Context: an optimization exercise on an open-source flow, tuned for small area and a short achievable clock period. The choices shown serve that exercise and are no tape-out recipe. In this exercise RTL edits were held to simulation tests only and were not proved equivalent to the original.

`flow/flow/run.sh`:
```
#!/bin/bash
# Layout flow: the standard ORFS flow (standard.sh, unchanged synthesis), with
#  - after synthesis, flow/polarity.py flips full-adder cells (FA(~a,~b,~c) = ~FA(a,b,c))
#    so that fewer inverters are needed around them; registers are untouched
#  - port buffers made of plain buffers instead of the delay cells buffer_ports picks
set -euo pipefail
cd "$(dirname "$0")/.."
source flow/params.sh
export BUFFER_PORTS_ARGS
export SETUP_SLACK_MARGIN
R=orfs/results/sky130hd/mul_pipe_single/base
bash standard.sh synth > synth.log 2>&1
if [[ "${POLARITY:-1}" == 1 ]]; then
  cp $R/1_2_yosys.v $R/1_2_yosys.std.v
  python3 flow/polarity.py $R/1_2_yosys.std.v $R/1_2_yosys.v > polarity.log 2>&1
  rm -f $R/1_synth.odb
fi
bash standard.sh > standard.log 2>&1
```
`flow/flow/params.sh`:
```
BUFFER_PORTS_ARGS="-buffer_cell sky130_fd_sc_hd__buf_1"
SETUP_SLACK_MARGIN=5.0
POLARITY=1
```
`flow/flow/polarity.py`:
```
#!/usr/bin/env python3
"""Remove inverters around full adders in a flat gate-level netlist.

An xor2/xnor2 cell can be swapped for the other to invert its output. A full adder is self-dual: FA(~a, ~b, ~c) = (~cout, ~sum). So a full-adder cell can be
"flipped" (fed the complements of its inputs, its outputs then carry the complements of
their old values) without changing the circuit's function. This script chooses which
full adders to flip so that as few inverters as possible are needed, then rewrites the
netlist: inverters that only feed cell pins are removed and re-created where needed.
Registers, ports and all other cells are untouched.

usage: polarity.py IN.v OUT.v
"""
import random
import re
import sys
from collections import defaultdict

INV = re.compile(r'sky130_fd_sc_hd__(clk)?inv_\d+$')
FA = re.compile(r'sky130_fd_sc_hd__fa_\d+$')
XO = re.compile(r'sky130_fd_sc_hd__x(n?)or2_(\d+)$')
OUTPINS = {'X', 'Y', 'Q', 'Q_N', 'SUM', 'COUT', 'HI', 'LO'}

src = open(sys.argv[1]).read()
m = re.search(r'\bmodule\b.*?;', src, re.S)
endm = src.rindex('endmodule')
body = src[m.end():endm]

# statements of the module body
stmts = [s for s in re.split(r';', body)]
cells = []    # dict(type, name, pins: [(pin, net)], idx)
other = []    # (idx, text)
ports = set()
for i, s in enumerate(stmts):
    t = s.strip()
    if not t:
        continue
    cm = re.match(r'(sky130_fd_sc_hd__\w+)\s+(\S+)\s*\((.*)\)\s*$', t, re.S)
    if cm:
        pins = [(p, n.strip()) for p, n in re.findall(r'\.(\w+)\(([^()]*)\)', cm.group(3))]
        cells.append({'type': cm.group(1), 'name': cm.group(2), 'pins': pins})
        continue
    pm = re.match(r'(input|output|inout)\s+(\[[^\]]*\]\s*)?(\S+)', t)
    if pm:
        ports.add(pm.group(3))
    other.append(t)

def base_name(net):
    return re.sub(r'\s*\[\d+\]$', '', net.strip())

driver = {}
loads = defaultdict(list)   # net -> [(cell index, pin index)]
for ci, c in enumerate(cells):
    for pi, (p, n) in enumerate(c['pins']):
        if p in OUTPINS:
            driver[n] = ci
        else:
            loads[n].append((ci, pi))
# nets read by assign statements or ports count as fixed loads
assign_rhs = set()
for t in other:
    am = re.match(r'assign\s+(.*?)\s*=\s*(.*)$', t, re.S)
    if am:
        for tok in re.findall(r'\\\S+|[A-Za-z_][\w$]*(?:\s*\[\d+\])?', am.group(2)):
            assign_rhs.add(tok.strip())

def is_port_net(n):
    return base_name(n) in ports

# removable inverters: output feeds only cell input pins, is no port, no assign source
removable = set()
for ci, c in enumerate(cells):
    if INV.match(c['type']):
        y = dict(c['pins'])['Y']
        if not is_port_net(y) and y not in assign_rhs and y in loads:
            removable.add(ci)

def resolve(net):
    """logical source of a net: (base net, polarity) through removable inverters"""
    pol = 0
    seen = 0
    while net in driver and driver[net] in removable and seen < 100:
        net = dict(cells[driver[net]]['pins'])['A']
        pol ^= 1
        seen += 1
    return net, pol

fas = [ci for ci, c in enumerate(cells) if FA.match(c['type'])]
xos = [ci for ci, c in enumerate(cells) if XO.match(c['type'])]
flip = defaultdict(int)

# load requirements: list of (cell index, pin index, base, pol)
reqs = []
for ci, c in enumerate(cells):
    if ci in removable:
        continue
    for pi, (p, n) in enumerate(c['pins']):
        if p in OUTPINS:
            continue
        b, pol = resolve(n)
        reqs.append((ci, pi, b, pol))
by_base = defaultdict(list)
by_cell = defaultdict(list)
for r in reqs:
    by_base[r[2]].append(r)
    by_cell[r[0]].append(r)

def phys(b):
    d = driver.get(b)
    return flip[d] if d is not None and (FA.match(cells[d]['type']) or XO.match(cells[d]['type'])) else 0

def need(r):
    ci, pi, b, pol = r
    want = pol ^ (flip[ci] if FA.match(cells[ci]['type']) else 0)
    return want ^ phys(b)

def base_cost(b):
    return 1 if any(need(r) for r in by_base[b]) else 0

def fa_bases(ci):
    bs = {r[2] for r in by_cell[ci]}
    for p, n in cells[ci]['pins']:
        if p in OUTPINS:
            bs.add(n)
    return bs

total0 = sum(base_cost(b) for b in by_base)
movable = fas + xos
rng = random.Random(1)
best = None
for trial in range(30):
    if trial:
        for ci in movable:
            flip[ci] = best[ci]
        # perturb the best solution a little, then descend again
        for ci in rng.sample(movable, max(1, len(movable) // 10)):
            flip[ci] ^= 1
    for sweep in range(200):
        changed = False
        order = list(movable)
        rng.shuffle(order)
        for ci in order:
            bs = fa_bases(ci)
            before = sum(base_cost(b) for b in bs)
            flip[ci] ^= 1
            after = sum(base_cost(b) for b in bs)
            if after < before:
                changed = True
            elif after == before and rng.random() < 0.3 and sweep < 150:
                pass
            else:
                flip[ci] ^= 1
        if not changed and sweep >= 150:
            break
    cost = sum(base_cost(b) for b in by_base)
    if best is None or cost < best_cost:
        best, best_cost = {ci: flip[ci] for ci in movable}, cost
for ci in movable:
    flip[ci] = best[ci]
total1 = sum(base_cost(b) for b in by_base)

# rewrite
def esc(n):
    return n + ' ' if n.startswith('\\') else n

comp = {}
newcells = []
k = 0
for b in by_base:
    if base_cost(b):
        k += 1
        nn = f'polinv_n{k}'
        comp[b] = nn
        newcells.append(f'  sky130_fd_sc_hd__inv_1 polinv_{k} (\n    .A({esc(b)}),\n    .Y({nn})\n  );')
for r in reqs:
    ci, pi, b, pol = r
    p, _ = cells[ci]['pins'][pi]
    cells[ci]['pins'][pi] = (p, comp[b] if need(r) else b)

out = [src[:m.end()], '\n']
for t in other:
    out.append('  ' + t + ' ;\n')
for nn in comp.values():
    out.append(f'  wire {nn};\n')
for ci, c in enumerate(cells):
    if ci in removable:
        continue
    xm = XO.match(c['type'])
    if xm and flip[ci]:
        c['type'] = f"sky130_fd_sc_hd__{'xor2' if xm.group(1) else 'xnor2'}_{xm.group(2)}"
        # xor2 drives X, xnor2 drives Y
        c['pins'] = [({'X': 'Y', 'Y': 'X'}.get(p, p), n) for p, n in c['pins']]
    pins = ',\n'.join(f'    .{p}({esc(n)})' for p, n in c['pins'])
    out.append(f'  {c["type"]} {c["name"]} (\n{pins}\n  );\n')
out.append('\n'.join(newcells) + '\n')
out.append(src[endm:])
open(sys.argv[2], 'w').write(''.join(out))
print(f'polarity: {len(fas)} full adders, {sum(flip[c] for c in fas)} flipped, '
      f'{sum(flip[c] for c in xos)} of {len(xos)} xor/xnor swapped, inverters {len(removable)} removable -> {len(comp)} needed '
      f'(cost before {total0}, after {total1})', file=sys.stderr)
```
`flow/standard.sh`:
```
#!/bin/bash
# synth_recipe.tcl (not shown) runs the flow's synth.tcl, then flattens the netlist and writes it again
# the make line also repeats each setting of config.mk as NAME=value (left out here)
make -C /OpenROAD-flow-scripts/flow DESIGN_CONFIG=/design/flow/config.mk WORK_HOME=/design/flow/orfs CLKGATE_MAP_FILE= SYNTH_SCRIPT=/design/flow/synth_recipe.tcl "${@:-finish}"
```
`flow/config.mk`:
```
export PLATFORM = sky130hd
export DESIGN_NAME = mul_pipe_single
export DESIGN_NICKNAME = mul_pipe_single
export VERILOG_FILES = /design/flow/design.v
export SDC_FILE = /design/flow/constraint.sdc
export NUM_CORES = 4
export LEC_CHECK = 0
export CAP_MARGIN = 20
export CORE_MARGIN = 2
export CORE_UTILIZATION = 40
export CTS_BUF_LIST = sky130_fd_sc_hd__clkbuf_8 sky130_fd_sc_hd__clkbuf_16
export SLEW_MARGIN = 20
```
`flow/constraint.sdc`:
```
create_clock -name core_clock -period 10.0 [get_ports {clk}]
set_input_delay 2.0000 -clock core_clock [delete_from_list [all_inputs] [get_ports {clk}]]
set_output_delay 2.0000 -clock core_clock [all_outputs]
set_load 0.01 [all_outputs]
```
`flow/design.v`:
```
`timescale 1ns/1ps
module mul_pipe_single #(
  parameter XLEN    = 32,
  parameter RD_BITS = 5,
  parameter TAG_W   = 4
) (
  input  wire                 clk,
  input  wire                 rst,
  input  wire                 EX_mul,
  input  wire [XLEN-1:0]      EX_mul_a,
  input  wire [XLEN-1:0]      EX_mul_b,
  input  wire [RD_BITS-1:0]   EX_mul_rd,
  input  wire [TAG_W-1:0]     EX_mul_tag,
  input  wire                 MEM_we,     
  input  wire                 MEM_jlx,    
  output wire                 mul_result_valid,
  output wire [XLEN-1:0]      mul_result,
  output wire [RD_BITS-1:0]   mul_rd,           
  output wire [TAG_W-1:0]     mul_result_tag,   
  output wire                 mul_busy,
  output wire [RD_BITS-1:0]   mul_busy_rd,
  output wire [TAG_W-1:0]     mul_busy_tag,
  output wire                 mul_wb_conflict_stall,
  output wire                 mul_issue_stall
);
  reg  [2:0]         cnt;
  reg  [31:0]        a;
  reg  [31:0]        pbn;     
  reg  [3:0]         bo, bt;   
  reg  [23:0]        acc;
  reg  [2:0]         kc;      
  reg  [RD_BITS-1:0] rd;
  reg  [TAG_W-1:0]   tag;
  wire idle  = (cnt == 3'd0);
  wire valid = (cnt == 3'd5);
  assign mul_busy         = !idle;
  assign mul_result_valid = valid;
  assign mul_result       = valid ? ~pbn : 32'd0;
  assign mul_rd           = valid ? rd  : {RD_BITS{1'b0}};
  assign mul_result_tag   = valid ? tag : {TAG_W{1'b0}};
  assign mul_busy_rd      = mul_rd;
  assign mul_busy_tag     = mul_result_tag;
  assign mul_wb_conflict_stall = valid && (MEM_we || MEM_jlx);
  assign mul_issue_stall       = EX_mul && !idle;
  wire [8:0] nw = idle ? {EX_mul_b[7:0], 1'b0} : ~pbn[15:7];
  wire [3:0] no, nt;
  wire [3:0] bn = ~{pbn[7], pbn[5], pbn[3], pbn[1]};
  genvar gj;
  generate
    for (gj = 0; gj < 4; gj = gj + 1) begin : g_booth
      assign no[gj] = nw[2*gj] ^ nw[2*gj+1];
      assign nt[gj] = (nw[2*gj+2] & ~nw[2*gj+1] & ~nw[2*gj]) | (~nw[2*gj+2] & nw[2*gj+1] & nw[2*gj]);
    end
  endgenerate
  wire [31:0] sa, sb, x;
  wire [2:0]  kco;     
  wire pp1;
  wire pp2;
  wire pp3;
  wire pp4;
  wire pp5;
  wire pp6;
  wire pp7;
  wire pp8;
  wire pp9;
  wire pp10;
  wire pp11;
  wire pp12;
  wire pp13;
  wire pp14;
  wire pp15;
  wire pp16;
  wire pp17;
  wire pp18;
  wire pp19;
  wire pp20;
  wire pp21;
  wire pp22;
  wire pp23;
  wire pp24;
  wire pp25;
  wire pp26;
  wire pp27;
  wire pp28;
  wire pp29;
  wire pp30;
  wire pp31;
  wire pp32;
  wire pp33;
  wire pp34;
  wire pp35;
  wire pp36;
  wire pp37;
  wire pp38;
  wire pp39;
  wire pp40;
  wire pp41;
  wire pp42;
  wire pp43;
  wire pp44;
  wire pp45;
  wire pp46;
  wire pp47;
  wire pp48;
  wire pp49;
  wire pp50;
  wire pp51;
  wire pp52;
  wire pp53;
  wire pp54;
  wire pp55;
  wire pp56;
  wire pp57;
  wire pp58;
  wire pp59;
  wire pp60;
  wire pp61;
  wire pp62;
  wire pp63;
  wire pp64;
  wire pp65;
  wire pp66;
  wire pp67;
  wire pp68;
  wire pp69;
  wire pp70;
  wire pp71;
  wire pp72;
  wire pp73;
  wire pp74;
  wire pp75;
  wire pp76;
  wire pp77;
  wire pp78;
  wire pp79;
  wire pp80;
  wire pp81;
  wire pp82;
  wire pp83;
  wire pp84;
  wire pp85;
  wire pp86;
  wire pp87;
  wire pp88;
  wire pp89;
  wire pp90;
  wire pp91;
  wire pp92;
  wire pp93;
  wire pp94;
  wire pp95;
  wire pp96;
  wire pp97;
  wire pp98;
  wire pp99;
  wire pp100;
  wire pp101;
  wire pp102;
  wire pp103;
  wire pp104;
  wire pp105;
  wire pp106;
  wire pp107;
  wire pp108;
  wire pp109;
  wire pp110;
  wire pp111;
  wire pp112;
  wire pp113;
  wire pp114;
  wire pp115;
  wire pp116;
  wire s117;
  wire c118;
  wire s119;
  wire c120;
  wire s121;
  wire c122;
  wire s123;
  wire c124;
  wire s125;
  wire c126;
  wire s127;
  wire c128;
  wire s129;
  wire c130;
  wire s131;
  wire c132;
  wire s133;
  wire c134;
  wire s135;
  wire c136;
  wire s137;
  wire c138;
  wire s139;
  wire c140;
  wire s141;
  wire c142;
  wire s143;
  wire c144;
  wire s145;
  wire c146;
  wire s147;
  wire c148;
  wire s149;
  wire c150;
  wire s151;
  wire c152;
  wire s153;
  wire c154;
  wire s155;
  wire c156;
  wire s157;
  wire c158;
  wire s159;
  wire c160;
  wire s161;
  wire c162;
  wire s163;
  wire c164;
  wire s165;
  wire c166;
  wire s167;
  wire c168;
  wire s169;
  wire c170;
  wire s171;
  wire c172;
  wire s173;
  wire c174;
  wire s175;
  wire c176;
  wire s177;
  wire c178;
  wire s179;
  wire c180;
  wire s181;
  wire c182;
  wire s183;
  wire c184;
  wire s185;
  wire c186;
  wire s187;
  wire c188;
  wire s189;
  wire c190;
  wire s191;
  wire c192;
  wire s193;
  wire c194;
  wire s195;
  wire c196;
  wire s197;
  wire c198;
  wire s199;
  wire c200;
  wire s201;
  wire c202;
  wire s203;
  wire c204;
  wire s205;
  wire c206;
  wire s207;
  wire c208;
  wire s209;
  wire c210;
  wire s211;
  wire c212;
  wire s213;
  wire c214;
  wire s215;
  wire c216;
  wire s217;
  wire c218;
  wire s219;
  wire c220;
  wire s221;
  wire c222;
  wire s223;
  wire c224;
  wire s225;
  wire c226;
  wire s227;
  wire c228;
  wire s229;
  wire c230;
  wire s231;
  wire c232;
  wire s233;
  wire c234;
  wire s235;
  wire c236;
  wire s237;
  wire c238;
  wire s239;
  wire c240;
  wire s241;
  wire c242;
  wire s243;
  wire c244;
  wire s245;
  wire c246;
  wire s247;
  wire c248;
  wire s249;
  wire c250;
  wire s251;
  wire c252;
  wire s253;
  wire c254;
  wire s255;
  wire c256;
  wire s257;
  wire c258;
  wire s259;
  wire c260;
  wire s261;
  wire c262;
  wire s263;
  wire c264;
  wire s265;
  wire c266;
  wire s267;
  wire c268;
  wire s269;
  wire c270;
  wire s271;
  wire c272;
  wire s273;
  wire c274;
  wire s275;
  wire c276;
  wire s277;
  wire c278;
  wire s279;
  wire c280;
  wire s281;
  wire c282;
  wire s283;
  wire c284;
  wire s285;
  wire c286;
  wire s287;
  wire c288;
  wire s289;
  wire c290;
  wire s291;
  wire c292;
  wire s293;
  wire c294;
  wire s295;
  wire c296;
  wire s297;
  wire c298;
  wire s299;
  wire c300;
  wire s301;
  wire c302;
  wire s303;
  wire c304;
  wire s305;
  wire c306;
  wire s307;
  wire c308;
  wire s309;
  wire c310;
  wire s311;
  wire c312;
  wire s313;
  wire c314;
  wire s315;
  wire c316;
  wire s317;
  wire c318;
  wire s319;
  wire c320;
  wire s321;
  wire c322;
  wire s323;
  wire c324;
  wire s325;
  wire c326;
  wire s327;
  wire c328;
  wire s329;
  wire c330;
  wire s331;
  wire c332;
  wire g333;
  wire p334;
  wire g335;
  wire p336;
  wire g337;
  wire p338;
  wire g339;
  wire p340;
  wire g341;
  wire p342;
  wire g343;
  wire p344;
  wire g345;
  wire p346;
  wire g347;
  wire p348;
  wire g349;
  wire p350;
  wire g351;
  wire p352;
  wire g353;
  wire p354;
  wire g355;
  wire p356;
  wire g357;
  wire p358;
  wire g359;
  wire p360;
  wire g361;
  wire p362;
  wire g363;
  wire p364;
  wire g365;
  wire p366;
  wire g367;
  wire p368;
  wire g369;
  wire p370;
  wire g371;
  wire p372;
  wire g373;
  wire p374;
  wire g375;
  wire p376;
  wire g377;
  wire p378;
  wire g379;
  wire p380;
  wire g381;
  wire p382;
  wire g383;
  wire p384;
  wire g385;
  wire p386;
  wire g387;
  wire p388;
  wire g389;
  wire p390;
  wire g391;
  wire p392;
  wire g393;
  wire p394;
  wire g395;
  wire p396;
  wire g397;
  wire g398;
  wire p399;
  wire g400;
  wire p401;
  wire g402;
  wire p403;
  wire g404;
  wire p405;
  wire g406;
  wire p407;
  wire g408;
  wire p409;
  wire g410;
  wire p411;
  wire g412;
  wire p413;
  wire g414;
  wire p415;
  wire g416;
  wire p417;
  wire g418;
  wire p419;
  wire g420;
  wire p421;
  wire g422;
  wire p423;
  wire g424;
  wire p425;
  wire g426;
  wire p427;
  wire g428;
  wire p429;
  wire g430;
  wire p431;
  wire g432;
  wire p433;
  wire g434;
  wire p435;
  wire g436;
  wire p437;
  wire g438;
  wire p439;
  wire g440;
  wire p441;
  wire g442;
  wire p443;
  wire g444;
  wire p445;
  wire g446;
  wire p447;
  wire g448;
  wire p449;
  wire g450;
  wire p451;
  wire g452;
  wire p453;
  wire g454;
  wire p455;
  wire g456;
  wire p457;
  wire g458;
  wire p459;
  wire g460;
  wire p461;
  wire g462;
  wire p463;
  wire g464;
  wire p465;
  wire g466;
  wire p467;
  wire g468;
  wire p469;
  wire g470;
  wire p471;
  wire g472;
  wire p473;
  wire g474;
  wire p475;
  wire g476;
  wire p477;
  wire g478;
  wire p479;
  wire g480;
  wire p481;
  wire g482;
  wire p483;
  wire g484;
  wire p485;
  wire g486;
  wire p487;
  wire g488;
  wire p489;
  wire g490;
  wire p491;
  wire g492;
  wire p493;
  assign pp1 = (bo[0] & a[0]) ^ bn[0];
  assign pp2 = ((bo[0] & a[1]) | (bt[0] & a[0])) ^ bn[0];
  assign pp3 = ((bo[0] & a[2]) | (bt[0] & a[1])) ^ bn[0];
  assign pp4 = ((bo[0] & a[3]) | (bt[0] & a[2])) ^ bn[0];
  assign pp5 = ((bo[0] & a[4]) | (bt[0] & a[3])) ^ bn[0];
  assign pp6 = ((bo[0] & a[5]) | (bt[0] & a[4])) ^ bn[0];
  assign pp7 = ((bo[0] & a[6]) | (bt[0] & a[5])) ^ bn[0];
  assign pp8 = ((bo[0] & a[7]) | (bt[0] & a[6])) ^ bn[0];
  assign pp9 = ((bo[0] & a[8]) | (bt[0] & a[7])) ^ bn[0];
  assign pp10 = ((bo[0] & a[9]) | (bt[0] & a[8])) ^ bn[0];
  assign pp11 = ((bo[0] & a[10]) | (bt[0] & a[9])) ^ bn[0];
  assign pp12 = ((bo[0] & a[11]) | (bt[0] & a[10])) ^ bn[0];
  assign pp13 = ((bo[0] & a[12]) | (bt[0] & a[11])) ^ bn[0];
  assign pp14 = ((bo[0] & a[13]) | (bt[0] & a[12])) ^ bn[0];
  assign pp15 = ((bo[0] & a[14]) | (bt[0] & a[13])) ^ bn[0];
  assign pp16 = ((bo[0] & a[15]) | (bt[0] & a[14])) ^ bn[0];
  assign pp17 = ((bo[0] & a[16]) | (bt[0] & a[15])) ^ bn[0];
  assign pp18 = ((bo[0] & a[17]) | (bt[0] & a[16])) ^ bn[0];
  assign pp19 = ((bo[0] & a[18]) | (bt[0] & a[17])) ^ bn[0];
  assign pp20 = ((bo[0] & a[19]) | (bt[0] & a[18])) ^ bn[0];
  assign pp21 = ((bo[0] & a[20]) | (bt[0] & a[19])) ^ bn[0];
  assign pp22 = ((bo[0] & a[21]) | (bt[0] & a[20])) ^ bn[0];
  assign pp23 = ((bo[0] & a[22]) | (bt[0] & a[21])) ^ bn[0];
  assign pp24 = ((bo[0] & a[23]) | (bt[0] & a[22])) ^ bn[0];
  assign pp25 = ((bo[0] & a[24]) | (bt[0] & a[23])) ^ bn[0];
  assign pp26 = ((bo[0] & a[25]) | (bt[0] & a[24])) ^ bn[0];
  assign pp27 = ((bo[0] & a[26]) | (bt[0] & a[25])) ^ bn[0];
  assign pp28 = ((bo[0] & a[27]) | (bt[0] & a[26])) ^ bn[0];
  assign pp29 = ((bo[0] & a[28]) | (bt[0] & a[27])) ^ bn[0];
  assign pp30 = ((bo[0] & a[29]) | (bt[0] & a[28])) ^ bn[0];
  assign pp31 = ((bo[0] & a[30]) | (bt[0] & a[29])) ^ bn[0];
  assign pp32 = ((bo[0] & a[31]) | (bt[0] & a[30])) ^ bn[0];
  assign pp33 = (bo[1] & a[0]) ^ bn[1];
  assign pp34 = ((bo[1] & a[1]) | (bt[1] & a[0])) ^ bn[1];
  assign pp35 = ((bo[1] & a[2]) | (bt[1] & a[1])) ^ bn[1];
  assign pp36 = ((bo[1] & a[3]) | (bt[1] & a[2])) ^ bn[1];
  assign pp37 = ((bo[1] & a[4]) | (bt[1] & a[3])) ^ bn[1];
  assign pp38 = ((bo[1] & a[5]) | (bt[1] & a[4])) ^ bn[1];
  assign pp39 = ((bo[1] & a[6]) | (bt[1] & a[5])) ^ bn[1];
  assign pp40 = ((bo[1] & a[7]) | (bt[1] & a[6])) ^ bn[1];
  assign pp41 = ((bo[1] & a[8]) | (bt[1] & a[7])) ^ bn[1];
  assign pp42 = ((bo[1] & a[9]) | (bt[1] & a[8])) ^ bn[1];
  assign pp43 = ((bo[1] & a[10]) | (bt[1] & a[9])) ^ bn[1];
  assign pp44 = ((bo[1] & a[11]) | (bt[1] & a[10])) ^ bn[1];
  assign pp45 = ((bo[1] & a[12]) | (bt[1] & a[11])) ^ bn[1];
  assign pp46 = ((bo[1] & a[13]) | (bt[1] & a[12])) ^ bn[1];
  assign pp47 = ((bo[1] & a[14]) | (bt[1] & a[13])) ^ bn[1];
  assign pp48 = ((bo[1] & a[15]) | (bt[1] & a[14])) ^ bn[1];
  assign pp49 = ((bo[1] & a[16]) | (bt[1] & a[15])) ^ bn[1];
  assign pp50 = ((bo[1] & a[17]) | (bt[1] & a[16])) ^ bn[1];
  assign pp51 = ((bo[1] & a[18]) | (bt[1] & a[17])) ^ bn[1];
  assign pp52 = ((bo[1] & a[19]) | (bt[1] & a[18])) ^ bn[1];
  assign pp53 = ((bo[1] & a[20]) | (bt[1] & a[19])) ^ bn[1];
  assign pp54 = ((bo[1] & a[21]) | (bt[1] & a[20])) ^ bn[1];
  assign pp55 = ((bo[1] & a[22]) | (bt[1] & a[21])) ^ bn[1];
  assign pp56 = ((bo[1] & a[23]) | (bt[1] & a[22])) ^ bn[1];
  assign pp57 = ((bo[1] & a[24]) | (bt[1] & a[23])) ^ bn[1];
  assign pp58 = ((bo[1] & a[25]) | (bt[1] & a[24])) ^ bn[1];
  assign pp59 = ((bo[1] & a[26]) | (bt[1] & a[25])) ^ bn[1];
  assign pp60 = ((bo[1] & a[27]) | (bt[1] & a[26])) ^ bn[1];
  assign pp61 = ((bo[1] & a[28]) | (bt[1] & a[27])) ^ bn[1];
  assign pp62 = ((bo[1] & a[29]) | (bt[1] & a[28])) ^ bn[1];
  assign pp63 = (bo[2] & a[0]) ^ bn[2];
  assign pp64 = ((bo[2] & a[1]) | (bt[2] & a[0])) ^ bn[2];
  assign pp65 = ((bo[2] & a[2]) | (bt[2] & a[1])) ^ bn[2];
  assign pp66 = ((bo[2] & a[3]) | (bt[2] & a[2])) ^ bn[2];
  assign pp67 = ((bo[2] & a[4]) | (bt[2] & a[3])) ^ bn[2];
  assign pp68 = ((bo[2] & a[5]) | (bt[2] & a[4])) ^ bn[2];
  assign pp69 = ((bo[2] & a[6]) | (bt[2] & a[5])) ^ bn[2];
  assign pp70 = ((bo[2] & a[7]) | (bt[2] & a[6])) ^ bn[2];
  assign pp71 = ((bo[2] & a[8]) | (bt[2] & a[7])) ^ bn[2];
  assign pp72 = ((bo[2] & a[9]) | (bt[2] & a[8])) ^ bn[2];
  assign pp73 = ((bo[2] & a[10]) | (bt[2] & a[9])) ^ bn[2];
  assign pp74 = ((bo[2] & a[11]) | (bt[2] & a[10])) ^ bn[2];
  assign pp75 = ((bo[2] & a[12]) | (bt[2] & a[11])) ^ bn[2];
  assign pp76 = ((bo[2] & a[13]) | (bt[2] & a[12])) ^ bn[2];
  assign pp77 = ((bo[2] & a[14]) | (bt[2] & a[13])) ^ bn[2];
  assign pp78 = ((bo[2] & a[15]) | (bt[2] & a[14])) ^ bn[2];
  assign pp79 = ((bo[2] & a[16]) | (bt[2] & a[15])) ^ bn[2];
  assign pp80 = ((bo[2] & a[17]) | (bt[2] & a[16])) ^ bn[2];
  assign pp81 = ((bo[2] & a[18]) | (bt[2] & a[17])) ^ bn[2];
  assign pp82 = ((bo[2] & a[19]) | (bt[2] & a[18])) ^ bn[2];
  assign pp83 = ((bo[2] & a[20]) | (bt[2] & a[19])) ^ bn[2];
  assign pp84 = ((bo[2] & a[21]) | (bt[2] & a[20])) ^ bn[2];
  assign pp85 = ((bo[2] & a[22]) | (bt[2] & a[21])) ^ bn[2];
  assign pp86 = ((bo[2] & a[23]) | (bt[2] & a[22])) ^ bn[2];
  assign pp87 = ((bo[2] & a[24]) | (bt[2] & a[23])) ^ bn[2];
  assign pp88 = ((bo[2] & a[25]) | (bt[2] & a[24])) ^ bn[2];
  assign pp89 = ((bo[2] & a[26]) | (bt[2] & a[25])) ^ bn[2];
  assign pp90 = ((bo[2] & a[27]) | (bt[2] & a[26])) ^ bn[2];
  assign pp91 = (bo[3] & a[0]) ^ bn[3];
  assign pp92 = ((bo[3] & a[1]) | (bt[3] & a[0])) ^ bn[3];
  assign pp93 = ((bo[3] & a[2]) | (bt[3] & a[1])) ^ bn[3];
  assign pp94 = ((bo[3] & a[3]) | (bt[3] & a[2])) ^ bn[3];
  assign pp95 = ((bo[3] & a[4]) | (bt[3] & a[3])) ^ bn[3];
  assign pp96 = ((bo[3] & a[5]) | (bt[3] & a[4])) ^ bn[3];
  assign pp97 = ((bo[3] & a[6]) | (bt[3] & a[5])) ^ bn[3];
  assign pp98 = ((bo[3] & a[7]) | (bt[3] & a[6])) ^ bn[3];
  assign pp99 = ((bo[3] & a[8]) | (bt[3] & a[7])) ^ bn[3];
  assign pp100 = ((bo[3] & a[9]) | (bt[3] & a[8])) ^ bn[3];
  assign pp101 = ((bo[3] & a[10]) | (bt[3] & a[9])) ^ bn[3];
  assign pp102 = ((bo[3] & a[11]) | (bt[3] & a[10])) ^ bn[3];
  assign pp103 = ((bo[3] & a[12]) | (bt[3] & a[11])) ^ bn[3];
  assign pp104 = ((bo[3] & a[13]) | (bt[3] & a[12])) ^ bn[3];
  assign pp105 = ((bo[3] & a[14]) | (bt[3] & a[13])) ^ bn[3];
  assign pp106 = ((bo[3] & a[15]) | (bt[3] & a[14])) ^ bn[3];
  assign pp107 = ((bo[3] & a[16]) | (bt[3] & a[15])) ^ bn[3];
  assign pp108 = ((bo[3] & a[17]) | (bt[3] & a[16])) ^ bn[3];
  assign pp109 = ((bo[3] & a[18]) | (bt[3] & a[17])) ^ bn[3];
  assign pp110 = ((bo[3] & a[19]) | (bt[3] & a[18])) ^ bn[3];
  assign pp111 = ((bo[3] & a[20]) | (bt[3] & a[19])) ^ bn[3];
  assign pp112 = ((bo[3] & a[21]) | (bt[3] & a[20])) ^ bn[3];
  assign pp113 = ((bo[3] & a[22]) | (bt[3] & a[21])) ^ bn[3];
  assign pp114 = ((bo[3] & a[23]) | (bt[3] & a[22])) ^ bn[3];
  assign pp115 = ((bo[3] & a[24]) | (bt[3] & a[23])) ^ bn[3];
  assign pp116 = ((bo[3] & a[25]) | (bt[3] & a[24])) ^ bn[3];
  assign s117 = acc[4] ^ pp5 ^ pp35;
  assign c118 = (acc[4] & pp5) | (acc[4] & pp35) | (pp5 & pp35);
  assign s119 = acc[5] ^ pp6 ^ pp36;
  assign c120 = (acc[5] & pp6) | (acc[5] & pp36) | (pp6 & pp36);
  assign s121 = acc[6] ^ pp7 ^ pp37;
  assign c122 = (acc[6] & pp7) | (acc[6] & pp37) | (pp7 & pp37);
  assign s123 = pp65 ^ pp91 ^ bn[3];
  assign c124 = (pp65 & pp91) | (pp65 & bn[3]) | (pp91 & bn[3]);
  assign s125 = acc[7] ^ pp8 ^ pp38;
  assign c126 = (acc[7] & pp8) | (acc[7] & pp38) | (pp8 & pp38);
  assign s127 = pp66 ^ pp92 ^ s125;
  assign c128 = (pp66 & pp92) | (pp66 & s125) | (pp92 & s125);
  assign s129 = acc[8] ^ pp9 ^ pp39;
  assign c130 = (acc[8] & pp9) | (acc[8] & pp39) | (pp9 & pp39);
  assign s131 = pp67 ^ pp93 ^ kc[1];
  assign c132 = (pp67 & pp93) | (pp67 & kc[1]) | (pp93 & kc[1]);
  assign s133 = acc[9] ^ pp10 ^ pp40;
  assign c134 = (acc[9] & pp10) | (acc[9] & pp40) | (pp10 & pp40);
  assign s135 = pp68 ^ pp94 ^ s133;
  assign c136 = (pp68 & pp94) | (pp68 & s133) | (pp94 & s133);
  assign s137 = acc[10] ^ pp11 ^ pp41;
  assign c138 = (acc[10] & pp11) | (acc[10] & pp41) | (pp11 & pp41);
  assign s139 = pp69 ^ pp95 ^ s137;
  assign c140 = (pp69 & pp95) | (pp69 & s137) | (pp95 & s137);
  assign s141 = acc[11] ^ pp12 ^ pp42;
  assign c142 = (acc[11] & pp12) | (acc[11] & pp42) | (pp12 & pp42);
  assign s143 = pp70 ^ pp96 ^ s141;
  assign c144 = (pp70 & pp96) | (pp70 & s141) | (pp96 & s141);
  assign s145 = acc[12] ^ pp13 ^ pp43;
  assign c146 = (acc[12] & pp13) | (acc[12] & pp43) | (pp13 & pp43);
  assign s147 = pp71 ^ pp97 ^ s145;
  assign c148 = (pp71 & pp97) | (pp71 & s145) | (pp97 & s145);
  assign s149 = acc[13] ^ pp14 ^ pp44;
  assign c150 = (acc[13] & pp14) | (acc[13] & pp44) | (pp14 & pp44);
  assign s151 = pp72 ^ pp98 ^ s149;
  assign c152 = (pp72 & pp98) | (pp72 & s149) | (pp98 & s149);
  assign s153 = acc[14] ^ pp15 ^ pp45;
  assign c154 = (acc[14] & pp15) | (acc[14] & pp45) | (pp15 & pp45);
  assign s155 = pp73 ^ pp99 ^ s153;
  assign c156 = (pp73 & pp99) | (pp73 & s153) | (pp99 & s153);
  assign s157 = acc[15] ^ pp16 ^ pp46;
  assign c158 = (acc[15] & pp16) | (acc[15] & pp46) | (pp16 & pp46);
  assign s159 = pp74 ^ pp100 ^ s157;
  assign c160 = (pp74 & pp100) | (pp74 & s157) | (pp100 & s157);
  assign s161 = acc[16] ^ pp17 ^ pp47;
  assign c162 = (acc[16] & pp17) | (acc[16] & pp47) | (pp17 & pp47);
  assign s163 = pp75 ^ pp101 ^ kc[2];
  assign c164 = (pp75 & pp101) | (pp75 & kc[2]) | (pp101 & kc[2]);
  assign s165 = acc[17] ^ pp18 ^ pp48;
  assign c166 = (acc[17] & pp18) | (acc[17] & pp48) | (pp18 & pp48);
  assign s167 = pp76 ^ pp102 ^ s165;
  assign c168 = (pp76 & pp102) | (pp76 & s165) | (pp102 & s165);
  assign s169 = acc[18] ^ pp19 ^ pp49;
  assign c170 = (acc[18] & pp19) | (acc[18] & pp49) | (pp19 & pp49);
  assign s171 = pp77 ^ pp103 ^ s169;
  assign c172 = (pp77 & pp103) | (pp77 & s169) | (pp103 & s169);
  assign s173 = acc[19] ^ pp20 ^ pp50;
  assign c174 = (acc[19] & pp20) | (acc[19] & pp50) | (pp20 & pp50);
  assign s175 = pp78 ^ pp104 ^ s173;
  assign c176 = (pp78 & pp104) | (pp78 & s173) | (pp104 & s173);
  assign s177 = acc[20] ^ pp21 ^ pp51;
  assign c178 = (acc[20] & pp21) | (acc[20] & pp51) | (pp21 & pp51);
  assign s179 = pp79 ^ pp105 ^ s177;
  assign c180 = (pp79 & pp105) | (pp79 & s177) | (pp105 & s177);
  assign s181 = acc[21] ^ pp22 ^ pp52;
  assign c182 = (acc[21] & pp22) | (acc[21] & pp52) | (pp22 & pp52);
  assign s183 = pp80 ^ pp106 ^ s181;
  assign c184 = (pp80 & pp106) | (pp80 & s181) | (pp106 & s181);
  assign s185 = acc[22] ^ pp23 ^ pp53;
  assign c186 = (acc[22] & pp23) | (acc[22] & pp53) | (pp23 & pp53);
  assign s187 = pp81 ^ pp107 ^ s185;
  assign c188 = (pp81 & pp107) | (pp81 & s185) | (pp107 & s185);
  assign s189 = acc[23] ^ pp24 ^ pp54;
  assign c190 = (acc[23] & pp24) | (acc[23] & pp54) | (pp24 & pp54);
  assign s191 = pp82 ^ pp108 ^ s189;
  assign c192 = (pp82 & pp108) | (pp82 & s189) | (pp108 & s189);
  assign s193 = pp25 ^ pp55 ^ pp83;
  assign c194 = (pp25 & pp55) | (pp25 & pp83) | (pp55 & pp83);
  assign s195 = pp26 ^ pp56 ^ pp84;
  assign c196 = (pp26 & pp56) | (pp26 & pp84) | (pp56 & pp84);
  assign s197 = pp27 ^ pp57 ^ pp85;
  assign c198 = (pp27 & pp57) | (pp27 & pp85) | (pp57 & pp85);
  assign s199 = pp28 ^ pp58 ^ pp86;
  assign c200 = (pp28 & pp58) | (pp28 & pp86) | (pp58 & pp86);
  assign s201 = pp29 ^ pp59 ^ pp87;
  assign c202 = (pp29 & pp59) | (pp29 & pp87) | (pp59 & pp87);
  assign s203 = pp30 ^ pp60 ^ pp88;
  assign c204 = (pp30 & pp60) | (pp30 & pp88) | (pp60 & pp88);
  assign s205 = pp31 ^ pp61 ^ pp89;
  assign c206 = (pp31 & pp61) | (pp31 & pp89) | (pp61 & pp89);
  assign s207 = pp32 ^ pp62 ^ pp90;
  assign c208 = (pp32 & pp62) | (pp32 & pp90) | (pp62 & pp90);
  assign s209 = acc[2] ^ pp3 ^ pp33;
  assign c210 = (acc[2] & pp3) | (acc[2] & pp33) | (pp3 & pp33);
  assign s211 = acc[3] ^ pp4 ^ pp34;
  assign c212 = (acc[3] & pp4) | (acc[3] & pp34) | (pp4 & pp34);
  assign s213 = pp63 ^ bn[2] ^ s117;
  assign c214 = (pp63 & bn[2]) | (pp63 & s117) | (bn[2] & s117);
  assign s215 = pp64 ^ s119 ^ c118;
  assign c216 = (pp64 & s119) | (pp64 & c118) | (s119 & c118);
  assign s217 = s121 ^ s123 ^ c120;
  assign c218 = (s121 & s123) | (s121 & c120) | (s123 & c120);
  assign s219 = s127 ^ c122 ^ c124;
  assign c220 = (s127 & c122) | (s127 & c124) | (c122 & c124);
  assign s221 = s129 ^ s131 ^ c126;
  assign c222 = (s129 & s131) | (s129 & c126) | (s131 & c126);
  assign s223 = s135 ^ c130 ^ c132;
  assign c224 = (s135 & c130) | (s135 & c132) | (c130 & c132);
  assign s225 = s139 ^ c134 ^ c136;
  assign c226 = (s139 & c134) | (s139 & c136) | (c134 & c136);
  assign s227 = s143 ^ c138 ^ c140;
  assign c228 = (s143 & c138) | (s143 & c140) | (c138 & c140);
  assign s229 = s147 ^ c142 ^ c144;
  assign c230 = (s147 & c142) | (s147 & c144) | (c142 & c144);
  assign s231 = s151 ^ c146 ^ c148;
  assign c232 = (s151 & c146) | (s151 & c148) | (c146 & c148);
  assign s233 = s155 ^ c150 ^ c152;
  assign c234 = (s155 & c150) | (s155 & c152) | (c150 & c152);
  assign s235 = s159 ^ c154 ^ c156;
  assign c236 = (s159 & c154) | (s159 & c156) | (c154 & c156);
  assign s237 = s161 ^ s163 ^ c158;
  assign c238 = (s161 & s163) | (s161 & c158) | (s163 & c158);
  assign s239 = s167 ^ c162 ^ c164;
  assign c240 = (s167 & c162) | (s167 & c164) | (c162 & c164);
  assign s241 = s171 ^ c166 ^ c168;
  assign c242 = (s171 & c166) | (s171 & c168) | (c166 & c168);
  assign s243 = s175 ^ c170 ^ c172;
  assign c244 = (s175 & c170) | (s175 & c172) | (c170 & c172);
  assign s245 = s179 ^ c174 ^ c176;
  assign c246 = (s179 & c174) | (s179 & c176) | (c174 & c176);
  assign s247 = s183 ^ c178 ^ c180;
  assign c248 = (s183 & c178) | (s183 & c180) | (c178 & c180);
  assign s249 = s187 ^ c182 ^ c184;
  assign c250 = (s187 & c182) | (s187 & c184) | (c182 & c184);
  assign s251 = s191 ^ c186 ^ c188;
  assign c252 = (s191 & c186) | (s191 & c188) | (c186 & c188);
  assign s253 = pp109 ^ s193 ^ c190;
  assign c254 = (pp109 & s193) | (pp109 & c190) | (s193 & c190);
  assign s255 = pp110 ^ s195 ^ c194;
  assign c256 = (pp110 & s195) | (pp110 & c194) | (s195 & c194);
  assign s257 = pp111 ^ s197 ^ c196;
  assign c258 = (pp111 & s197) | (pp111 & c196) | (s197 & c196);
  assign s259 = pp112 ^ s199 ^ c198;
  assign c260 = (pp112 & s199) | (pp112 & c198) | (s199 & c198);
  assign s261 = pp113 ^ s201 ^ c200;
  assign c262 = (pp113 & s201) | (pp113 & c200) | (s201 & c200);
  assign s263 = pp114 ^ s203 ^ c202;
  assign c264 = (pp114 & s203) | (pp114 & c202) | (s203 & c202);
  assign s265 = pp115 ^ s205 ^ c204;
  assign c266 = (pp115 & s205) | (pp115 & c204) | (s205 & c204);
  assign s267 = pp116 ^ s207 ^ c206;
  assign c268 = (pp116 & s207) | (pp116 & c206) | (s207 & c206);
  assign s269 = acc[0] ^ pp1 ^ kc[0];
  assign c270 = (acc[0] & pp1) | (acc[0] & kc[0]) | (pp1 & kc[0]);
  assign s271 = acc[1] ^ pp2;
  assign c272 = acc[1] & pp2;
  assign s273 = bn[1] ^ s209;
  assign c274 = bn[1] & s209;
  assign s275 = s211 ^ c210;
  assign c276 = s211 & c210;
  assign s277 = s213 ^ c212;
  assign c278 = s213 & c212;
  assign s279 = s215 ^ c214;
  assign c280 = s215 & c214;
  assign s281 = s217 ^ c216;
  assign c282 = s217 & c216;
  assign s283 = s219 ^ c218;
  assign c284 = s219 & c218;
  assign s285 = c128 ^ s221 ^ c220;
  assign c286 = (c128 & s221) | (c128 & c220) | (s221 & c220);
  assign s287 = s223 ^ c222;
  assign c288 = s223 & c222;
  assign s289 = s225 ^ c224;
  assign c290 = s225 & c224;
  assign s291 = s227 ^ c226;
  assign c292 = s227 & c226;
  assign s293 = s229 ^ c228;
  assign c294 = s229 & c228;
  assign s295 = s231 ^ c230;
  assign c296 = s231 & c230;
  assign s297 = s233 ^ c232;
  assign c298 = s233 & c232;
  assign s299 = s235 ^ c234;
  assign c300 = s235 & c234;
  assign s301 = c160 ^ s237 ^ c236;
  assign c302 = (c160 & s237) | (c160 & c236) | (s237 & c236);
  assign s303 = s239 ^ c238;
  assign c304 = s239 & c238;
  assign s305 = s241 ^ c240;
  assign c306 = s241 & c240;
  assign s307 = s243 ^ c242;
  assign c308 = s243 & c242;
  assign s309 = s245 ^ c244;
  assign c310 = s245 & c244;
  assign s311 = s247 ^ c246;
  assign c312 = s247 & c246;
  assign s313 = s249 ^ c248;
  assign c314 = s249 & c248;
  assign s315 = s251 ^ c250;
  assign c316 = s251 & c250;
  assign s317 = c192 ^ s253 ^ c252;
  assign c318 = (c192 & s253) | (c192 & c252) | (s253 & c252);
  assign s319 = s255 ^ c254;
  assign c320 = s255 & c254;
  assign s321 = s257 ^ c256;
  assign c322 = s257 & c256;
  assign s323 = s259 ^ c258;
  assign c324 = s259 & c258;
  assign s325 = s261 ^ c260;
  assign c326 = s261 & c260;
  assign s327 = s263 ^ c262;
  assign c328 = s263 & c262;
  assign s329 = s265 ^ c264;
  assign c330 = s265 & c264;
  assign s331 = s267 ^ c266;
  assign c332 = s267 & c266;
  assign sa = {s331, s329, s327, s325, s323, s321, s319, s317, s315, s313, s311, s309, s307, s305, s303, s301, s299, s297, s295, s293, s291, s289, s287, s285, s283, s281, s279, s277, s275, s273, s271, s269};
  assign sb = {c330, c328, c326, c324, c322, c320, c318, c316, c314, c312, c310, c308, c306, c304, c302, c300, c298, c296, c294, c292, c290, c288, c286, c284, c282, c280, c278, c276, c274, c272, c270, 1'b0};
  assign g333 = (sa[0] & sb[0]);
  assign p334 = (sa[0] ^ sb[0]);
  assign g335 = (sa[1] & sb[1]);
  assign p336 = (sa[1] ^ sb[1]);
  assign g337 = (sa[2] & sb[2]);
  assign p338 = (sa[2] ^ sb[2]);
  assign g339 = (sa[3] & sb[3]);
  assign p340 = (sa[3] ^ sb[3]);
  assign g341 = (sa[4] & sb[4]);
  assign p342 = (sa[4] ^ sb[4]);
  assign g343 = (sa[5] & sb[5]);
  assign p344 = (sa[5] ^ sb[5]);
  assign g345 = (sa[6] & sb[6]);
  assign p346 = (sa[6] ^ sb[6]);
  assign g347 = (sa[7] & sb[7]);
  assign p348 = (sa[7] ^ sb[7]);
  assign g349 = (sa[8] & sb[8]);
  assign p350 = (sa[8] ^ sb[8]);
  assign g351 = (sa[9] & sb[9]);
  assign p352 = (sa[9] ^ sb[9]);
  assign g353 = (sa[10] & sb[10]);
  assign p354 = (sa[10] ^ sb[10]);
  assign g355 = (sa[11] & sb[11]);
  assign p356 = (sa[11] ^ sb[11]);
  assign g357 = (sa[12] & sb[12]);
  assign p358 = (sa[12] ^ sb[12]);
  assign g359 = (sa[13] & sb[13]);
  assign p360 = (sa[13] ^ sb[13]);
  assign g361 = (sa[14] & sb[14]);
  assign p362 = (sa[14] ^ sb[14]);
  assign g363 = (sa[15] & sb[15]);
  assign p364 = (sa[15] ^ sb[15]);
  assign g365 = (sa[16] & sb[16]);
  assign p366 = (sa[16] ^ sb[16]);
  assign g367 = (sa[17] & sb[17]);
  assign p368 = (sa[17] ^ sb[17]);
  assign g369 = (sa[18] & sb[18]);
  assign p370 = (sa[18] ^ sb[18]);
  assign g371 = (sa[19] & sb[19]);
  assign p372 = (sa[19] ^ sb[19]);
  assign g373 = (sa[20] & sb[20]);
  assign p374 = (sa[20] ^ sb[20]);
  assign g375 = (sa[21] & sb[21]);
  assign p376 = (sa[21] ^ sb[21]);
  assign g377 = (sa[22] & sb[22]);
  assign p378 = (sa[22] ^ sb[22]);
  assign g379 = (sa[23] & sb[23]);
  assign p380 = (sa[23] ^ sb[23]);
  assign g381 = (sa[24] & sb[24]);
  assign p382 = (sa[24] ^ sb[24]);
  assign g383 = (sa[25] & sb[25]);
  assign p384 = (sa[25] ^ sb[25]);
  assign g385 = (sa[26] & sb[26]);
  assign p386 = (sa[26] ^ sb[26]);
  assign g387 = (sa[27] & sb[27]);
  assign p388 = (sa[27] ^ sb[27]);
  assign g389 = (sa[28] & sb[28]);
  assign p390 = (sa[28] ^ sb[28]);
  assign g391 = (sa[29] & sb[29]);
  assign p392 = (sa[29] ^ sb[29]);
  assign g393 = (sa[30] & sb[30]);
  assign p394 = (sa[30] ^ sb[30]);
  assign g395 = (sa[31] & sb[31]);
  assign p396 = (sa[31] ^ sb[31]);
  assign g397 = g333 | (p334 & bn[0]);
  assign g398 = g335 | (p336 & g397);
  assign p399 = p336 & p334;
  assign g400 = g339 | (p340 & g337);
  assign p401 = p340 & p338;
  assign g402 = g343 | (p344 & g341);
  assign p403 = p344 & p342;
  assign g404 = g347 | (p348 & g345);
  assign p405 = p348 & p346;
  assign g406 = g351 | (p352 & g349);
  assign p407 = p352 & p350;
  assign g408 = g355 | (p356 & g353);
  assign p409 = p356 & p354;
  assign g410 = g359 | (p360 & g357);
  assign p411 = p360 & p358;
  assign g412 = g363 | (p364 & g361);
  assign p413 = p364 & p362;
  assign g414 = g367 | (p368 & g365);
  assign p415 = p368 & p366;
  assign g416 = g371 | (p372 & g369);
  assign p417 = p372 & p370;
  assign g418 = g375 | (p376 & g373);
  assign p419 = p376 & p374;
  assign g420 = g379 | (p380 & g377);
  assign p421 = p380 & p378;
  assign g422 = g383 | (p384 & g381);
  assign p423 = p384 & p382;
  assign g424 = g387 | (p388 & g385);
  assign p425 = p388 & p386;
  assign g426 = g391 | (p392 & g389);
  assign p427 = p392 & p390;
  assign g428 = g395 | (p396 & g393);
  assign p429 = p396 & p394;
  assign g430 = g337 | (p338 & g398);
  assign p431 = p338 & p399;
  assign g432 = g400 | (p401 & g398);
  assign p433 = p401 & p399;
  assign g434 = g345 | (p346 & g402);
  assign p435 = p346 & p403;
  assign g436 = g404 | (p405 & g402);
  assign p437 = p405 & p403;
  assign g438 = g353 | (p354 & g406);
  assign p439 = p354 & p407;
  assign g440 = g408 | (p409 & g406);
  assign p441 = p409 & p407;
  assign g442 = g361 | (p362 & g410);
  assign p443 = p362 & p411;
  assign g444 = g412 | (p413 & g410);
  assign p445 = p413 & p411;
  assign g446 = g369 | (p370 & g414);
  assign p447 = p370 & p415;
  assign g448 = g416 | (p417 & g414);
  assign p449 = p417 & p415;
  assign g450 = g377 | (p378 & g418);
  assign p451 = p378 & p419;
  assign g452 = g420 | (p421 & g418);
  assign p453 = p421 & p419;
  assign g454 = g385 | (p386 & g422);
  assign p455 = p386 & p423;
  assign g456 = g424 | (p425 & g422);
  assign p457 = p425 & p423;
  assign g458 = g393 | (p394 & g426);
  assign p459 = p394 & p427;
  assign g460 = g428 | (p429 & g426);
  assign p461 = p429 & p427;
  assign g462 = g341 | (p342 & g432);
  assign p463 = p342 & p433;
  assign g464 = g402 | (p403 & g432);
  assign p465 = p403 & p433;
  assign g466 = g434 | (p435 & g432);
  assign p467 = p435 & p433;
  assign g468 = g436 | (p437 & g432);
  assign p469 = p437 & p433;
  assign g470 = g357 | (p358 & g440);
  assign p471 = p358 & p441;
  assign g472 = g410 | (p411 & g440);
  assign p473 = p411 & p441;
  assign g474 = g442 | (p443 & g440);
  assign p475 = p443 & p441;
  assign g476 = g444 | (p445 & g440);
  assign p477 = p445 & p441;
  assign g478 = g373 | (p374 & g448);
  assign p479 = p374 & p449;
  assign g480 = g418 | (p419 & g448);
  assign p481 = p419 & p449;
  assign g482 = g450 | (p451 & g448);
  assign p483 = p451 & p449;
  assign g484 = g452 | (p453 & g448);
  assign p485 = p453 & p449;
  assign g486 = g389 | (p390 & g456);
  assign p487 = p390 & p457;
  assign g488 = g426 | (p427 & g456);
  assign p489 = p427 & p457;
  assign g490 = g458 | (p459 & g456);
  assign p491 = p459 & p457;
  assign g492 = g460 | (p461 & g456);
  assign p493 = p461 & p457;
  assign x[0] = p334 ^ bn[0];
  assign x[1] = p336 ^ g397;
  assign x[2] = p338 ^ g398;
  assign x[3] = p340 ^ g430;
  assign x[4] = p342 ^ g432;
  assign x[5] = p344 ^ g462;
  assign x[6] = p346 ^ g464;
  assign x[7] = p348 ^ g466;
  assign kco[0] = g468;
  assign x[8] = p350;
  assign x[9] = p352 ^ g349;
  assign x[10] = p354 ^ g406;
  assign x[11] = p356 ^ g438;
  assign x[12] = p358 ^ g440;
  assign x[13] = p360 ^ g470;
  assign x[14] = p362 ^ g472;
  assign x[15] = p364 ^ g474;
  assign kco[1] = g476;
  assign x[16] = p366;
  assign x[17] = p368 ^ g365;
  assign x[18] = p370 ^ g414;
  assign x[19] = p372 ^ g446;
  assign x[20] = p374 ^ g448;
  assign x[21] = p376 ^ g478;
  assign x[22] = p378 ^ g480;
  assign x[23] = p380 ^ g482;
  assign kco[2] = g484;
  assign x[24] = p382;
  assign x[25] = p384 ^ g381;
  assign x[26] = p386 ^ g422;
  assign x[27] = p388 ^ g454;
  assign x[28] = p390 ^ g456;
  assign x[29] = p392 ^ g486;
  assign x[30] = p394 ^ g488;
  assign x[31] = p396 ^ g490;
  always @(posedge clk) begin
    if (rst) cnt <= 3'd0;
    else if (idle) cnt <= EX_mul ? 3'd1 : 3'd0;
    else if (valid) cnt <= 3'd0;
    else cnt <= cnt + 3'd1;
    bo <= no;
    bt <= nt;
    if (idle) begin
      a     <= EX_mul_a;
      pbn   <= ~EX_mul_b;
      rd    <= EX_mul_rd;
      tag   <= EX_mul_tag;
      acc   <= 24'd0;
      kc    <= 3'd0;
    end else begin
      pbn   <= {~x[7:0], pbn[31:8]};
      acc   <= x[31:8];
      kc    <= kco;
    end
  end
endmodule
```
==> run summary, run 1 <==
outcome complete, no violations; Syn-to-layout area delta 10.8%; slowest stage cell on the critical path edfxtp_1; period utilization 46.6%; gr usage total 18.7%; flop2flop setup slack ~5.3 ns; Die Span Y 152 um; clk sink count roughly 110; WL final 20,200 um; Mapped Cells 818; reg2reg path depth 15; Slew HR 50.1%; TritonCTS clock tree yes; Synth Warn # 1; Critical Path RT 10.24 ns; CTS buffer count 9; Worst-path clk slew 0.08 ns; non-filler cells, final 1,182; clk root buf clkbuf_16; placed cells 1,153; core area 21,200 um2; Layout Nets 1,124; DRT antenna net count 0; io pins 132; FMAX around 210 MHz; RSZ-0062 raised after global routing no; Port Buffers 131; grt ovf 0; Wirelength per Cell 17.1 um; vias in the first global route between 6,000 and 7,000; CTS Buffer Depth 2; WS Path Type register to register; r2r startpoint a[19]$_DFFE_PP_; drt drc 0; via count 6,150; startpoint types register; CP most frequent cell fa_1; Least-Margin Pin Slew about 0.75 ns; Pre-Repair DR Iteration Count 5; layout cells sized above 1 5.63%; die width 152 um; Vias/cell 5.20; Worst Path Arrival 4.91 ns; crit-path max cell delay 0.54 ns; Hold Path Depth 2; largest net degree at the start of global routing 71; num rows 53; Placed Area around 9200 um2; worst skew pair latency 0.37 ns; crit path cell chain a22oi_1 > xor2_1 > fa_1 > fa_1 > fa_1 > fa_1 > ha_1 > fa_1 > inv_1 > nor2b_1 > o21ai_0 > a21boi_0 > o41ai_1 > xnor2_1 > nor2_1; initial antenna violation count 1; die area 23,000 um2; hold_sp pbn[30]$_DFF_P_; Worst setup EP type register; Synth Area per Inst 10.6 um2; first-pass GRT wire length 33,100 um; HP Class register to register; fin area between 9000 and 10,000 um2; Initial Util 41.0%; number of DRC markers in iteration 0 472; hold slack about 0.47 ns; htree depth 3; number of max-cap violations 0; Net Count, Synth 1,041; worst flop-to-flop path endpoint acc[23]$_SDFF_PP0_; cell area after synthesis 8710 um2; HPWL Detailed 15,000 um; # setup viols final 0; final hold viol count 0; setup total negative slack 0 ns; Final min period 4.66 ns; Worst Skew 0.0160 ns; Hold Crit Endpoint pbn[22]$_DFF_P_; Placer Congestion 0.803; Critical Path Fanout Max 8; Slew Viols, Final 0
-- how the worst max path moves through the flow --
stage / to / slack (ns) / from
after floorplan: acc[4]$_SDFF_PP0_ / 5.27 / bt[1]$_DFF_P_
after global routing: acc[23]$_SDFF_PP0_ / 5.02 / a[19]$_DFFE_PP_
after global placement: acc[6]$_SDFF_PP0_ / 4.39 / pbn[1]$_DFF_P_
after CTS: acc[6]$_SDFF_PP0_ / 5.05 / pbn[1]$_DFF_P_
final: acc[23]$_SDFF_PP0_ / 5.34 / a[19]$_DFFE_PP_
after detailed placement: acc[6]$_SDFF_PP0_ / 4.30 / pbn[1]$_DFF_P_
-- state kept, by name (all words and copies together) (netlist names) --
signal	cells
rd	5
kc	3
cnt	3
a	32
bt	4
tag	4
bo	4
pbn	32
acc	24
-- cells in the final DEF, fill, tap and decap left out, types with 3 or more instances in the layout --
cell / count
a21o_1: 4
dfxtp_1: 68
inv_1: 17
clkinv_8: 3
ha_1: 57
nor2_1: 64
and3_1: 9
o211a_1: 3
nand2_1: 38
a22oi_1: 110
buf_1: 131
fa_1: 88
xor2_1: 87
edfxtp_1: 41
buf_4: 26
clkinvlp_4: 3
o21ai_0: 31
o21bai_1: 3
or3_1: 3
a21oi_1: 14
clkbuf_16: 9
xnor2_1: 54
nor3_1: 7
and2_1: 10
mux2i_1: 6
-- layout make-up --
| type | count | area (um2) |
|---|---|---|
| Clock inverter | 7 | 92.6 |
| Sequential cell | 111 | 2640 |
| Tap cell | 275 | 344 |
| Multi-Input combinational cell | 602 | 5580 |
| Clock buffer | 9 | 225 |
| Inverter | 20 | 82.6 |
| Timing Repair Buffer | 157 | 687 |
| Fill cell | 2052 | 11600 |
| Antenna cell | 1 | 2.50 |
-- repair_timing --
item / 4_1_cts / 5_1_grt
endpoints found under the setup margin: 20 / 14
hold buffers: 0 / 0
setup buffers: 3 / 9
gates resized for setup: 2 / 3
-- metal layers --
metal	global-route usage, %	up-vias	routed length [um]
li1	-	2943	-
met5	0	-	0
met2	30.3	188	9550
met1	26.4	2997	9220
met4	4.68	0	342
met3	2.90	22	1070
-- worst max-delay path, delay by kind of cell (launching register included) --
kind,cells,cell delay (ns)
buf+inv,1,0.08
simple gates,2,0.10
flops,1,0.54
xor+xnor,2,0.39
compound gates,4,0.96
fa+ha+maj,6,2.49
-- per-stage QoR --
step | setup WS [ns] | util (%)
after CTS | 5.05 | 45.1
after global routing | 5.02 | 45.5
after detailed placement | 4.30 | 43.5
after global placement | 4.39 | 43.5
final | 5.34 | 45.5
after floorplan | 5.27 | -
==> run 2, diff against run 1 <==
==> flow/flow/params.sh (replaced) <==
BUFFER_PORTS_ARGS="-buffer_cell sky130_fd_sc_hd__buf_1"
SETUP_SLACK_MARGIN=4.8
POLARITY=1
--- a/flow/config.mk
+++ b/flow/config.mk
@@ -10,3 +10,2 @@
 export CORE_UTILIZATION = 40
-export CTS_BUF_LIST = sky130_fd_sc_hd__clkbuf_8 sky130_fd_sc_hd__clkbuf_16
 export SLEW_MARGIN = 20
==> run 2 against run 1 <==
  * Die area unchanged
  * Worst setup slack got worse by 0.15 ns
  * Register-to-register slack got worse by 0.15 ns
  * Via count fell by 1.1%
  * Utilization decreased by 0.35 points
  * Synthesized area is the same
==> run summary, run 2 <==
setup total negative slack 0 ns (unchanged); FMAX 208 MHz (-3.2%); grt ovf 0 (unchanged); htree depth 3 (unchanged); largest net degree at the start of global routing 71 (unchanged); TritonCTS clock tree yes; HP Class register to register; number of DRC markers in iteration 0 452 (-4.2%); Wirelength per Cell 17.2 um (+0.66%); Die Span Y 152 um (unchanged); DRT antenna net count 0 (unchanged); Critical Path Fanout Max 14 (+6); Vias/cell 5.19 (-0.31%); Layout Nets 1,115 (-0.80%); RSZ-0062 raised after global routing no; WS Path Type register to register; Initial Util 41.0% (unchanged); biggest regs a x32, pbn x32, acc x24; clk root buf clkbuf_16; WL final 20,200 um (-0.10%); core area 21,200 um2 (unchanged); number of max-cap violations 0 (unchanged); Mapped Cells 818 (unchanged); flop2flop setup slack 5.18 ns (-0.15 ns); Worst Path Arrival 5.04 ns (+0.13 ns); startpoint types register; CTS Buffer Depth 2 (unchanged); via count 6,084 (-1.1%); HPWL Detailed 15,000 um (unchanged); gr usage total 18.7% (unchanged); CP bufs+invs 1 (unchanged); Synth Area per Inst 10.6 um2 (unchanged); Placer Congestion 0.803 (unchanged); die area 23,000 um2 (unchanged); slowest stage cell on the critical path inv_1; io pins 132 (unchanged); Hold Path Depth 2 (unchanged); # setup viols final 0 (unchanged); reg2reg path depth 14 (-1); initial antenna violation count 1 (unchanged); Least-Margin Pin Slew 0.759 ns (+0.0118 ns); Slew HR 49.3% (-0.79 points); first-pass GRT wire length 33,100 um (unchanged); Syn-to-layout area delta 9.97%; hold_sp pbn[30]$_DFF_P_; CTS buffer count 9 (unchanged); Worst Skew 0.0159 ns (-0.0000792 ns); period utilization 48.2% (+1.5 points); non-filler cells, final 1,173 (-0.76%); Net Count, Synth 1,041 (unchanged); outcome complete, no violations; CP most frequent cell fa_1; Slew Viols, Final 0 (unchanged); worst skew pair latency 0.37 ns (about the same); commonest non-fill, non-tap cell in the layout buf_1; Hold Crit Endpoint pbn[22]$_DFF_P_; vias in the first global route 6,076 (unchanged); drt drc 0 (unchanged); num rows 53 (unchanged); Synth Warn # 1 (unchanged); final hold viol count 0 (unchanged); Port Buffers 131 (unchanged); die width 152 um (unchanged); crit path cell chain inv_1 > xnor2_1 > fa_1 > fa_1 > fa_1 > fa_1 > ha_1 > fa_1 > a21o_1 > a21oi_1 > o21ai_0 > o211a_1 > xnor2_1 > nor2_1; cell family with most CP delay adder cells; Final min period 4.82 ns (+0.154 ns); crit-path max cell delay 0.55 ns (about the same); Critical Path RT 10.23 ns (about the same); Pre-Repair DR Iteration Count 5 (unchanged); r2r startpoint pbn[3]$_DFF_P_; Worst setup EP type register; cell area after synthesis 8710 um2 (unchanged); placed cells 1,153 (unchanged); layout cells sized above 1 4.46% (-1.2 points); most frequent cells in the layout 131 x buf_1, 110 x a22oi_1, 88 x fa_1; Worst-path clk slew 0.09 ns (about the same); worst flop-to-flop path endpoint acc[7]$_SDFF_PP0_; clk sink count 111 (unchanged); Fill cells 2,062 (+0.49%)
-- run 2: worst max path at each step --
stage                   start                 to  slack (ns)  cells past startpoint
6_report       pbn[3]$_DFF_P_  acc[7]$_SDFF_PP0_        5.18                     14
5_1_grt        pbn[3]$_DFF_P_  acc[7]$_SDFF_PP0_        4.88                     14
2_1_floorplan   bt[1]$_DFF_P_  acc[4]$_SDFF_PP0_        5.27                     14
4_1_cts        pbn[1]$_DFF_P_  acc[6]$_SDFF_PP0_        5.05                     15
3_3_place_gp   pbn[1]$_DFF_P_  acc[6]$_SDFF_PP0_        4.39                     14
3_5_place_dp   pbn[1]$_DFF_P_  acc[6]$_SDFF_PP0_        4.30                     14
-- run 2: routing by layer --
metal,routed length (um),GRT usage [%],vias up
met5,0,0,-
li1,-,-,2925
met2,9530,30.3,171
met1,9340,26.4,2965
met3,945,2.90,23
met4,350,4.68,0
-- run 2: cell type report --
cell class / instances / area, um2 / share of cell area (%)
diodes: 1 / 2.50 / 0.0261
clock buffers: 9 / 225 / 2.35
clock inverters: 7 / 92.6 / 0.967
inverters: 20 / 78.8 / 0.823
multi-input cells: 602 / 5580 / 58.2
flip-flops and latches: 111 / 2640 / 27.5
well taps: 275 / 344 / 3.59
repair buffers: 148 / 619 / 6.47
-- run 2: timing repair --
action                                 4_1_cts  5_1_grt
pin swaps                                    0        0
hold buffers                                 0        0
setup buffers                                3        0
endpoints found under the hold margin        0        0
setup endpoints to repair                   19        7
resized for setup                            2        1
-- run 2: worst register-to-register path, cell delays in order (launching register included) --
cell     delay [ns]
dfxtp_1        0.32
inv_1          0.55
xnor2_1        0.22
fa_1           0.52
fa_1           0.50
fa_1           0.41
fa_1           0.49
ha_1           0.21
fa_1           0.48
a21o_1         0.20
a21oi_1        0.29
o21ai_0        0.14
o211a_1        0.16
xnor2_1        0.14
nor2_1         0.05
-- run 2: through the flow --
stage / area, um2 / util (%) / setup WS (ns) / hold WS [ns]
after detailed placement: 9230 / 43.5 / 4.30 / 0.453
after global placement: 9230 / 43.5 / 4.39 / 0.442
after global routing: 9580 / 45.1 / 4.88 / 0.481
after floorplan: 8710 / - / 5.27 / 0.426
final: 9580 / 45.1 / 5.18 / 0.470
after CTS: 9570 / 45.1 / 5.05 / 0.474

-- static timing again, ports no longer ideal --
In the flow no input, the clock included, has a driving cell. The finished layouts below were timed again as built, in two steps. Step 1: set_driving_cell puts a clkbuf_16 on clk and a buf_2 on each other input, an assumption about the parent block. Step 2 moves the port delays by t, midway between the first and last clock arrival at a register: inputs arrive t later, outputs are due t later. That takes back most of the time a late clock gives input paths. Three values: no drivers, after step 1, after step 2; two values: the first two.
| run | t (ns) | setup WS [ns] | hold WS [ns] | pins driven straight from the clock port |
|---|---|---|---|---|
| run 1 | 0.409 | 5.337 / 5.337 / 5.337 | 0.471 / 0.471 / 0.471 | 1 |
| run 2 | 0.408 | 5.183 / 5.183 / 5.183 | 0.470 / 0.470 / 0.470 | 1 |
After both steps setup and hold are still met in every run listed.
